Background: an optimization exercise with open tools, aiming at small area. Do not read the settings as production practice. Only simulation tests tie the RTL to the original design; equivalence was not proved.

## cordic_amplitude_angle
module cordic_amplitude_angle (
    input                clk,
    input                rst_n,
    input  signed [31:0] x,
    input  signed [31:0] y,
    input                pre_vaild,
    output signed [31:0] amplitude,
    output signed [31:0] angle,
    output reg           post_vaild
);
wire sx_i = x[31];
wire [28:0] ax_i = sx_i ? (~x[28:0] + 29'd1) : x[28:0];
wire [29:0] y_i = y[29:0];
wire d0 = y_i[29];
wire nd0 = ~d0;
wire e0 = d0 ^ ~sx_i;
wire [28:0] xo0 = y_i[28:0] ^ {29{d0}};
wire [29:0] Xn0_p, Xn0_g;
assign Xn0_p[0] = ax_i[0] ^ xo0[0]; assign Xn0_g[0] = ax_i[0] & xo0[0];
assign Xn0_p[1] = ax_i[1] ^ xo0[1]; assign Xn0_g[1] = ax_i[1] & xo0[1];
assign Xn0_p[2] = ax_i[2] ^ xo0[2]; assign Xn0_g[2] = ax_i[2] & xo0[2];
assign Xn0_p[3] = ax_i[3] ^ xo0[3]; assign Xn0_g[3] = ax_i[3] & xo0[3];
assign Xn0_p[4] = ax_i[4] ^ xo0[4]; assign Xn0_g[4] = ax_i[4] & xo0[4];
assign Xn0_p[5] = ax_i[5] ^ xo0[5]; assign Xn0_g[5] = ax_i[5] & xo0[5];
assign Xn0_p[6] = ax_i[6] ^ xo0[6]; assign Xn0_g[6] = ax_i[6] & xo0[6];
assign Xn0_p[7] = ax_i[7] ^ xo0[7]; assign Xn0_g[7] = ax_i[7] & xo0[7];
assign Xn0_p[8] = ax_i[8] ^ xo0[8]; assign Xn0_g[8] = ax_i[8] & xo0[8];
assign Xn0_p[9] = ax_i[9] ^ xo0[9]; assign Xn0_g[9] = ax_i[9] & xo0[9];
assign Xn0_p[10] = ax_i[10] ^ xo0[10]; assign Xn0_g[10] = ax_i[10] & xo0[10];
assign Xn0_p[11] = ax_i[11] ^ xo0[11]; assign Xn0_g[11] = ax_i[11] & xo0[11];
assign Xn0_p[12] = ax_i[12] ^ xo0[12]; assign Xn0_g[12] = ax_i[12] & xo0[12];
assign Xn0_p[13] = ax_i[13] ^ xo0[13]; assign Xn0_g[13] = ax_i[13] & xo0[13];
assign Xn0_p[14] = ax_i[14] ^ xo0[14]; assign Xn0_g[14] = ax_i[14] & xo0[14];
assign Xn0_p[15] = ax_i[15] ^ xo0[15]; assign Xn0_g[15] = ax_i[15] & xo0[15];
assign Xn0_p[16] = ax_i[16] ^ xo0[16]; assign Xn0_g[16] = ax_i[16] & xo0[16];
assign Xn0_p[17] = ax_i[17] ^ xo0[17]; assign Xn0_g[17] = ax_i[17] & xo0[17];
assign Xn0_p[18] = ax_i[18] ^ xo0[18]; assign Xn0_g[18] = ax_i[18] & xo0[18];
assign Xn0_p[19] = ax_i[19] ^ xo0[19]; assign Xn0_g[19] = ax_i[19] & xo0[19];
assign Xn0_p[20] = ax_i[20] ^ xo0[20]; assign Xn0_g[20] = ax_i[20] & xo0[20];
assign Xn0_p[21] = ax_i[21] ^ xo0[21]; assign Xn0_g[21] = ax_i[21] & xo0[21];
  ...
==> flow/config.mk <==
export PLATFORM = sky130hd
export DESIGN_NAME = cordic_amplitude_angle
export DESIGN_NICKNAME = cordic_amplitude_angle
export VERILOG_FILES = /design/flow/design.v
export SDC_FILE = /design/flow/constraint.sdc
export NUM_CORES = 4
export LEC_CHECK = 0
export CAP_MARGIN = 20
export CORE_MARGIN = 2
export CORE_UTILIZATION = 40
export CTS_CLUSTER_DIAMETER = 70
export CTS_CLUSTER_SIZE = 25
export SLEW_MARGIN = 20
==> flow/constraint.sdc <==
create_clock -name core_clock -period 7.5 [get_ports {clk}]
set_input_delay 1.5000 -clock core_clock [delete_from_list [all_inputs] [get_ports {clk}]]
set_output_delay 1.5000 -clock core_clock [all_outputs]
set_load 0.01 [all_outputs]
standard.sh (not shown) runs the stock make flow with config.mk's settings and CLKGATE_MAP_FILE= SYNTH_SCRIPT=/design/flow/synth_recipe.tcl, a recipe that flattens the netlist after the stock synthesis.
==> flow/flow/run.sh <==
#!/bin/bash
# The standard layout flow (standard.sh) with one change: the buffers that
# global placement puts on every input and output port are
# sky130_fd_sc_hd__buf_1 cells instead of the default choice (the resizer may
# still upsize them). standard.sh's own output goes to standard_flow.log; each
# ORFS step keeps its full log under orfs/logs/.
export BUFFER_PORTS_ARGS="-buffer_cell sky130_fd_sc_hd__buf_1"
bash standard.sh > standard_flow.log 2>&1
==> next run, changes <==
Settings changed: CTS_CLUSTER_DIAMETER 70 to unset, CTS_CLUSTER_SIZE 25 to unset.
Effect: Routed wire length is about the same; clock skew is higher by 0.0083 ns; non-clock buffer count does not change; core utilization climbs by 0.26 points; global-route usage stays flat.
==> next run, changes <==
==> flow/flow/run.sh (replaced) <==
#!/bin/bash
# The standard layout flow (standard.sh) with two changes:
# - the buffers that global placement puts on every input and output port are
#   sky130_fd_sc_hd__buf_1 cells instead of the default choice (the resizer may
#   still upsize them);
# - clock tree synthesis clusters up to 25 flip-flops within 70 um per leaf
#   buffer and inserts no dummy loads.
# standard.sh's own output goes to standard_flow.log; each ORFS step keeps its
# full log under orfs/logs/.
export BUFFER_PORTS_ARGS="-buffer_cell sky130_fd_sc_hd__buf_1"
export CTS_ARGS="-sink_clustering_enable -repair_clock_nets -sink_clustering_size 25 -sink_clustering_max_diameter 70 -dont_use_dummy_load"
bash standard.sh > standard_flow.log 2>&1
Area after synthesis is unchanged.
Critical path depth does not change.
Worst hold slack loses 0.034 ns.
Final area fell by 1.7%.
Clock-buffer cell count fell by 25.
Worst setup slack stays flat.
First-iteration DRC count fell by 2.1%.

-- separate check: timing with driven ports --
The flow's constraints put no driver on any port. The routed layouts listed below were extracted and timed again, unchanged, in two steps.
Step 1: set_driving_cell puts a clkbuf_16 on clk and a buf_2 on each other input, an assumption about the parent block.
Step 2 moves the port delays by t, midway between the first and last clock arrival at a register: inputs arrive t later, outputs are due t later. That takes back most of the time a late clock gives input paths.
a / b / c = ideal / step 1 / step 2; a / b = the first two.
run | t, ns | setup slack, ns | pins driven straight from the clock port
the first run | 0.711 | 0.372 / 0.301 / 0.541 | 1
the second run | 0.709 | 0.375 / 0.306 / 0.542 | 1
the third run | 0.681 | 0.375 / 0.304 / 0.537 | 1
After both steps setup and hold are still met in every run listed.
